What follows belongs to an exercise in optimizing a design on an open flow for small area; a production flow would make more cautious choices.
Function was checked by simulation only, so behaviour that the tests miss may differ from the original.
Power figures rest on the tool's default switching activity, not on a simulated workload.

Setup of run H:
==> flow/design.v (excerpt) <==
module project_top (
    input wire       clk,
    input wire       reset,
    input wire       btnU,
    input wire       btnD,
    input wire       btnR,
    input wire       btnL,
    input wire [3:0] sw,
    input wire       sw15,
    input wire       dht11_in,
    input wire       rx,
    input wire       echo,
    output wire       dht11_out,
    output wire       dht11_oe,
    output wire       trig,
    output wire       tx,
    output wire       disp_setting,
    output wire       disp_uart_sw0,
    output wire [1:0] disp_status,
    output wire [6:0] disp_msec,
    output wire [5:0] disp_sec,
    output wire [5:0] disp_min,
    output wire [5:0] disp_hour,
    output wire [7:0] disp_rh,
    output wire [7:0] disp_temp,
    output wire [9:0] disp_dist
);
Size: roughly 2100 cells after synthesis, roughly 73 I/O pins, ~17000 um^2 of cells after synthesis.
export LEC_CHECK = 0
export ABC_AREA = 1
export ABC_CLOCK_PERIOD_IN_PS = 10000
export CAP_MARGIN = 20
export CORE_MARGIN = 2
export CORE_UTILIZATION = 65
export PLACE_DENSITY = 0.75
export SLEW_MARGIN = 20
create_clock -name core_clock -period 10.0 [get_ports {clk}]
standard.sh (not shown) runs the stock make flow with config.mk's settings and CLKGATE_MAP_FILE= SYNTH_SCRIPT=/design/flow/synth_recipe.tcl, a recipe that flattens the netlist after the stock synthesis.
==> flow/flow/run.sh <==
#!/bin/bash
# The standard layout with three changes to how it is built:
#  1. after the standard synthesis, the combinational logic is re-mapped with an
#     area-oriented ABC script (flow/resynth.sh, flow/map.abc); every register of the
#     standard synthesis is kept as is (name, cell type, connections)
#  2. ports are buffered with the smallest buffer (buf_1)
#  3. clock tree: clkbuf_8 leaf buffers in clusters of up to 16, no dummy loads
# Logs: synth.log, resynth.log, standard.log here; ORFS's own logs under orfs/logs.
set -euo pipefail
export BUFFER_PORTS_ARGS="-buffer_cell sky130_fd_sc_hd__buf_1"
export CTS_ARGS="-sink_clustering_enable -repair_clock_nets -buf_list sky130_fd_sc_hd__clkbuf_8 -sink_clustering_size 16 -sink_clustering_max_diameter 60 -dont_use_dummy_load"
bash standard.sh synth > synth.log 2>&1
R=orfs/results/$FLOW_PLATFORM/project_top/base
cp $R/1_2_yosys.v $R/1_2_yosys_standard.v
bash flow/resynth.sh $R/1_2_yosys_standard.v $R/1_2_yosys.v $PWD/flow/map.abc resynth.log
rm -f $R/1_synth.odb $R/1_synth.sdc
bash standard.sh > standard.log 2>&1
Other scripts of this flow, unchanged in this note and not shown: flow/flow/map.abc, flow/flow/resynth.sh
Relative to run H, the following input files were edited for run D:
--- a/flow/flow/run.sh
+++ b/flow/flow/run.sh
@@ -5,9 +5,9 @@
 #     standard synthesis is kept as is (name, cell type, connections)
 #  2. ports are buffered with the smallest buffer (buf_1)
-#  3. clock tree: clkbuf_8 leaf buffers in clusters of up to 16, no dummy loads
+#  3. clock tree: clkbuf_4 leaf buffers in small clusters, no dummy loads
 # Logs: synth.log, resynth.log, standard.log here; ORFS's own logs under orfs/logs.
 set -euo pipefail
 export BUFFER_PORTS_ARGS="-buffer_cell sky130_fd_sc_hd__buf_1"
-export CTS_ARGS="-sink_clustering_enable -repair_clock_nets -buf_list sky130_fd_sc_hd__clkbuf_8 -sink_clustering_size 16 -sink_clustering_max_diameter 60 -dont_use_dummy_load"
+export CTS_ARGS="-sink_clustering_enable -repair_clock_nets -buf_list sky130_fd_sc_hd__clkbuf_4 -sink_clustering_size 9 -sink_clustering_max_diameter 45 -dont_use_dummy_load"
 bash standard.sh synth > synth.log 2>&1
 R=orfs/results/$FLOW_PLATFORM/project_top/base
Run D ended with every stage complete and zero timing, DRC or antenna violations. Run D — post-layout minimum cycle time 58 ps higher, run H as reference. Run D against run H: global-route total usage across every layer climbed 0.37 points, maximum frequency dropped about 0.9%, minimum hold slack barely changed. On part of the total power dissipated in the clock network, the higher figure sits with run H, not run D. Run D vs. run H: setup slack went down by 58 ps. Comparing run H and run D, net switching share of the total power is higher on run D. Looking at final total power, run D sits about 2% below run H.

## north
project_top again, from the RTL that the note above started with.
clock: 10.0 ns
lec_check: 0
abc_area: 1
abc_clock_period_in_ps: 10000
cap_margin: 20
core_margin: 2
core_utilization: 65
place_density: 0.75
slew_margin: 20
==> flow/flow/run.sh <==
#!/bin/bash
# The standard layout with three changes to how it is built:
#  1. after the standard synthesis, the combinational logic is re-mapped with an
#     area-oriented ABC script (flow/resynth.sh, flow/map.abc); every register of the
#     standard synthesis is kept as is (name, cell type, connections)
#  2. ports are buffered with the smallest buffer (buf_1)
#  3. clock tree: clkbuf_4 leaf buffers in small clusters, no dummy loads
# Logs: synth.log, resynth.log, standard.log here; ORFS's own logs under orfs/logs.
set -euo pipefail
export BUFFER_PORTS_ARGS="-buffer_cell sky130_fd_sc_hd__buf_1"
export CTS_ARGS="-sink_clustering_enable -repair_clock_nets -buf_list sky130_fd_sc_hd__clkbuf_4 -sink_clustering_size 8 -sink_clustering_max_diameter 40 -dont_use_dummy_load"
bash standard.sh synth > synth.log 2>&1
R=orfs/results/$FLOW_PLATFORM/project_top/base
cp $R/1_2_yosys.v $R/1_2_yosys_standard.v
bash flow/resynth.sh $R/1_2_yosys_standard.v $R/1_2_yosys.v $PWD/flow/map.abc resynth.log
rm -f $R/1_synth.odb $R/1_synth.sdc
bash standard.sh > standard.log 2>&1
Other scripts of this flow, unchanged in this note and not shown: flow/flow/map.abc, flow/flow/resynth.sh
Edits applied to the flow inputs when going from north to south:
diff --git a/flow/config.mk b/flow/config.mk
--- a/flow/config.mk
+++ b/flow/config.mk
@@ -10,5 +10,5 @@
 export CAP_MARGIN = 20
 export CORE_MARGIN = 2
-export CORE_UTILIZATION = 65
-export PLACE_DENSITY = 0.75
+export CORE_UTILIZATION = 80
+export PLACE_DENSITY = 0.88
 export SLEW_MARGIN = 20
==> results.txt <==
- south: done, clean on timing, DRC and antenna
- Taking north as the reference point, the via count of the first global-routing pass of south rises by 1183.
- south against north: number of well taps decreased 18%; standby leakage power closely matched the old numbers; per-cell routed wire length went up.
- Summary of south over north: worst clock skew went down; total power consumption of the routed design went up; signed area change from the synthesized netlist to the final layout went down by 0.48 points; maximum frequency moved down.
- Worst-case headroom to the max-slew limit in south is 3.6 points higher than in north
- south: first-pass GRT wire length 4.3 mm above north
- [south] routed wire length rose 4.2 mm relative to north
#### Input delta (east over south)
diff --git a/flow/flow/run.sh b/flow/flow/run.sh
--- a/flow/flow/run.sh
+++ b/flow/flow/run.sh
@@ -9,5 +9,5 @@
 set -euo pipefail
 export BUFFER_PORTS_ARGS="-buffer_cell sky130_fd_sc_hd__buf_1"
-export CTS_ARGS="-sink_clustering_enable -repair_clock_nets -buf_list sky130_fd_sc_hd__clkbuf_4 -sink_clustering_size 8 -sink_clustering_max_diameter 40 -dont_use_dummy_load"
+export CTS_ARGS="-sink_clustering_enable -repair_clock_nets -buf_list {sky130_fd_sc_hd__clkbuf_2 sky130_fd_sc_hd__clkbuf_4} -sink_clustering_size 8 -sink_clustering_max_diameter 40 -dont_use_dummy_load"
 bash standard.sh synth > synth.log 2>&1
 R=orfs/results/$FLOW_PLATFORM/project_top/base
diff --git a/flow/config.mk b/flow/config.mk
--- a/flow/config.mk
+++ b/flow/config.mk
@@ -10,5 +10,5 @@
 export CAP_MARGIN = 20
 export CORE_MARGIN = 2
-export CORE_UTILIZATION = 80
-export PLACE_DENSITY = 0.88
+export CORE_UTILIZATION = 65
+export PLACE_DENSITY = 0.75
 export SLEW_MARGIN = 20
### Flow results
Both conditions hold for east: the flow ran to the end and the final layout passed the timing, DRC and antenna checks.
Going from south to east, worst slack at placement rose 110 ps; area of all placed cells without fillers rose by 0.46%; count of multi-input combinational gates level.
east against south: clock-buffer cell count moved up; final setup violation count level; filler cell count in the final layout moved up; total power consumption of the routed design moved down; die height moved up.
Die area grows by more than 10% when moving from south to east.
Compared with south, east shows a lower global router's overall resource usage.
Clock tree cell share of total cell area across south and east: no real change.

==> port drivers added, routing unchanged <==
How much do the figures lean on ideal ports? The routed layouts below were timed once more, with nothing changed but the port constraints.
Step 1: set_driving_cell puts a clkbuf_16 on clk and a buf_2 on each other input, an assumption about the parent block.
Step 2 moves the port delays by t, midway between the first and last clock arrival at a register: inputs arrive t later, outputs are due t later. That takes back most of the time a late clock gives input paths.
Three values: ideal ports, drivers, drivers and shift; two values: the first two.
| run | shift t [ns] | slack for setup (ns) | worst setup path after step 2 |
|---|---|---|---|
| run H | 0.621 | 3.910 / 3.910 / 3.910 | register to register |
| run D | 0.719 | 3.852 / 3.852 / 3.852 | register to register |
| north | 0.716 | 3.855 / 3.855 / 3.855 | register to register |
| south | 0.726 | 3.626 / 3.626 / 3.626 | register to register |
| east | 0.716 | 3.855 / 3.855 / 3.855 | register to register |
After both steps every run listed still meets setup and hold.
